Context: an optimization exercise on an open-source flow, tuned for small area, a short achievable clock period and few clock cycles per item. The choices shown serve that exercise and are no tape-out recipe. At most, simulation tests tie the RTL to the original design; equivalence was not proved.

Design mult_controller, start of the top module:
module mult_controller #(
    parameter integer WIDTH = 32
)
(
    input logic clk,
    input logic rst_n,
    input logic start,
    input logic signed [WIDTH - 1: 0] multiplicand,
    input logic signed [WIDTH - 1: 0] multiplier,
    output logic signed [2 * WIDTH - 1: 0] product,
    output logic done
);
For scale: about 13000 um^2 of cells after synthesis.
clock: 4.5 ns
lec_check: 0
cap_margin: 20
core_margin: 2
core_utilization: 40
setup_slack_margin: 0.5
slew_margin: 20
run.sh (not shown) runs the stock make flow with config.mk's settings and CLKGATE_MAP_FILE= SYNTH_SCRIPT=/design/flow/synth_recipe.tcl, a recipe that flattens the netlist after the stock synthesis.
The starting point produced a clean layout.
Testbench counts at the start, summed over its fixed seeds: cycles 8,008, items 1,600.
Rerun with:
==> flow/flow/run.sh (new file) <==
#!/bin/bash
# The standard layout, except that the port buffers are plain buffers
# (sky130_fd_sc_hd__buf_1, which timing repair may resize) instead of the
# delay cells buffer_ports picks by default.
set -euo pipefail
echo 'export BUFFER_PORTS_ARGS = -buffer_cell sky130_fd_sc_hd__buf_1' >> config.mk
bash standard.sh > standard.log 2>&1
==> flow/standard.sh (new file) <==
#!/bin/bash
# synth_recipe.tcl (not shown) runs the flow's synth.tcl, then flattens the netlist and writes it again
# the make line also repeats each setting of config.mk as NAME=value (left out here)
make -C /OpenROAD-flow-scripts/flow DESIGN_CONFIG=/design/flow/config.mk WORK_HOME=/design/flow/orfs CLKGATE_MAP_FILE= SYNTH_SCRIPT=/design/flow/synth_recipe.tcl "${@:-finish}"
- BUFFER_PORTS_ARGS: default -> -buffer_cell sky130_fd_sc_hd__buf_1
- SETUP_SLACK_MARGIN: 0.5 -> 1.0
removed: flow/run.sh
Outcome: The changed run finished with timing, DRC and antenna clean. Non-clock buffer count went up by 27. Setup slack is better by 0.47 ns. Utilization went down by 0.97 points. Via count rose by 1.6%. Wire length climbs by 4.9%. Worst hold slack got worse by 0.20 ns. Design area went down by 2.0%. Register-to-register slack gets better by 0.42 ns.
Rerun with:
- CORE_UTILIZATION: 40 -> 55
Via count came out higher slightly.
Synthesized cell count does not change.
Area after synthesis is unchanged.
Fmax drops slightly.
Worst setup slack loses 0.049 ns.
Rerun with:
- CORE_UTILIZATION: 55 -> 40
- SETUP_SLACK_MARGIN: 1.0 -> 1.5
Effect: Register-to-register slack gets better by 0.08 ns. Worst hold slack gets better by 0.016 ns. Non-clock buffer count went up by 57. Area after synthesis stays the same. Synthesized cell count does not change.

========
Setup of north:
mult_controller, a different RTL version from the one above (not shown whole).
Size: ~1500 cells after synthesis, about 130 I/O pins.
clock: 4.5 ns
lec_check: 0
cap_margin: 20
core_margin: 2
core_utilization: 40
setup_slack_margin: 1.0
slew_margin: 20
buffer_ports_args: -buffer_cell sky130_fd_sc_hd__buf_1
standard.sh (not shown) runs the stock make flow with config.mk's settings and CLKGATE_MAP_FILE= SYNTH_SCRIPT=/design/flow/synth_recipe.tcl, a recipe that flattens the netlist after the stock synthesis.
==> flow/flow/run.sh <==
#!/bin/bash
# The standard layout, except that the port buffers are plain buffers
# (sky130_fd_sc_hd__buf_1, which timing repair may resize) instead of the
# delay cells buffer_ports picks by default.
set -euo pipefail
echo 'export BUFFER_PORTS_ARGS = -buffer_cell sky130_fd_sc_hd__buf_1' >> config.mk
bash standard.sh > standard.log 2>&1
north closes out successfully: all stages finished, all timing, DRC and antenna checks passed.
Inputs modified between north and south:
- ABC_AREA now 1, previously not set
==> comparison <==
Compared with north, south improves global-route wire length before repair.
A last element of the critical path of q1[14]$_DFF_P_ is what north shows, while q1[15]$_DFF_P_ belongs to south.
The arrival time reported for the critical path endpoint of south is higher than that of north.
[compare] base=north new=south: die area -550 um2; core utilization has decreased.
Function was not checked in any run of this note: the RTL went through the layout flow alone.

========
## run 1
mult_controller with an RTL version that a note above also has.
Size: roughly 1500 cells after synthesis, roughly 150 flip-flops, ~13000 um2 of cells after synthesis.
Settings: LEC_CHECK=0, CAP_MARGIN=20, CORE_MARGIN=2, CORE_UTILIZATION=40, SETUP_SLACK_MARGIN=1.0, SLEW_MARGIN=20; clock period 4.5 ns.
==> flow/flow/run.sh <==
#!/bin/bash
# The standard layout, except that the port buffers are plain buffers
# (sky130_fd_sc_hd__buf_1, which timing repair may resize) instead of the
# delay cells buffer_ports picks by default, and timing repair may swap a
# cell for one of another footprint.
set -euo pipefail
bash standard.sh "BUFFER_PORTS_ARGS=-buffer_cell sky130_fd_sc_hd__buf_1" MATCH_CELL_FOOTPRINT=0 finish > standard.log 2>&1
Per the final summary, run 1 finished and its layout is clean on timing, DRC and antenna.
Testbench counts of run 1, summed over its fixed seeds: cycles 8,008, items 1,600.
## Diff of input files: run 2 against run 1
Settings: SETUP_SLACK_MARGIN now 1.5, was 1.0; ABC_AREA now 1, previously not set; BUFFER_PORTS_ARGS now -buffer_cell sky130_fd_sc_hd__buf_1, previously not set.
==> flow/flow/run.sh <==
#!/bin/bash
# The standard layout, except that the port buffers are plain buffers
# (sky130_fd_sc_hd__buf_1, which timing repair may resize) instead of the
# delay cells buffer_ports picks by default.
set -euo pipefail
echo 'export BUFFER_PORTS_ARGS = -buffer_cell sky130_fd_sc_hd__buf_1' >> config.mk
bash standard.sh > standard.log 2>&1
Results
- In run 2, global-route wire length before repair is higher than in run 1.
- Run 1 has a lower least setup slack across all paths after layout than run 2.
- For run 1, the slowest library cell on the worst path was sky130_fd_sc_hd__fa_1, unlike run 2, where it was sky130_fd_sc_hd__fa_2.
- Diff run 1 -> run 2: routed wire length saw an increase, post-route clock period utilization saw a decrease.
Inputs modified between run 2 and run 3:
Settings: ABC_AREA: 1 -> unset; BUFFER_PORTS_ARGS: -buffer_cell sky130_fd_sc_hd__buf_1 -> unset.
==> flow/run.sh (new file) <==
#!/bin/bash
# synth_recipe.tcl (not shown) runs the flow's synth.tcl, then flattens the netlist and writes it again
# the make line also repeats each setting of config.mk as NAME=value (left out here)
make -C /OpenROAD-flow-scripts/flow DESIGN_CONFIG=/design/flow/config.mk WORK_HOME=/design/flow/orfs CLKGATE_MAP_FILE= SYNTH_SCRIPT=/design/flow/synth_recipe.tcl finish
removed: flow/flow/run.sh
removed: flow/standard.sh
Results
Diff run 2 -> run 3: hold slack saw an increase, count of mapped cells out of synthesis went down by 20. Total wire length, run 3 vs run 2: up by a little under 10%. Comparing run 3 against run 2, there is no change at all in setup total negative slack. The standard cells in run 3 occupy more silicon area than those in run 2 do. Comparing number of clock buffers in the layout for run 2 and run 3, the bigger number came from run 3.

==> static timing again, ports no longer ideal <==
How much do the figures lean on ideal ports? The routed layouts below were timed once more, with nothing changed but the port constraints.
Step 1 assumes that a clkbuf_16 drives the clock port and a buf_2 every other input.
Step 2 adds t to the input delays and takes it off the output delays; t is the mean of the earliest and latest rising clock arrival at the registers after step 1. Input paths then give back, and output paths get back, about the clock's delay inside the block.
Slacks: no drivers / after step 1 / after step 2; pairs: no drivers / after step 1.
| run | t (ns) | setup WS [ns] | latest minus earliest clock arrival (ns) |
|---|---|---|---|
| the first run of note 1 | 0.474 | 0.599 / 0.619 / 0.145 | 0.012 / 0.012 |
| the second run of note 1 | 0.474 | 1.067 / 1.067 / 0.716 | 0.011 / 0.012 |
| the third run of note 1 | 0.464 | 1.018 / 1.018 / 0.653 | 0.016 / 0.015 |
| the fourth run of note 1 | 0.486 | 1.097 / 1.097 / 0.692 | 0.014 / 0.013 |
| north | 0.487 | 1.120 / 1.119 / 0.646 | 0.016 / 0.017 |
| south | 0.479 | 1.093 / 1.093 / 0.685 | 0.017 / 0.016 |
| run 1 | 0.481 | 1.031 / 1.031 / 0.664 | 0.015 / 0.015 |
| run 2 | 0.478 | 1.313 / 1.313 / 0.897 | 0.017 / 0.017 |
| run 3 | 0.481 | 1.089 / 1.089 / 0.619 | 0.013 / 0.013 |
After both steps setup and hold are still met in every run listed. The setup slack of north, which loses most, moves by -0.001 ns with the drivers and by -0.474 ns with both steps.
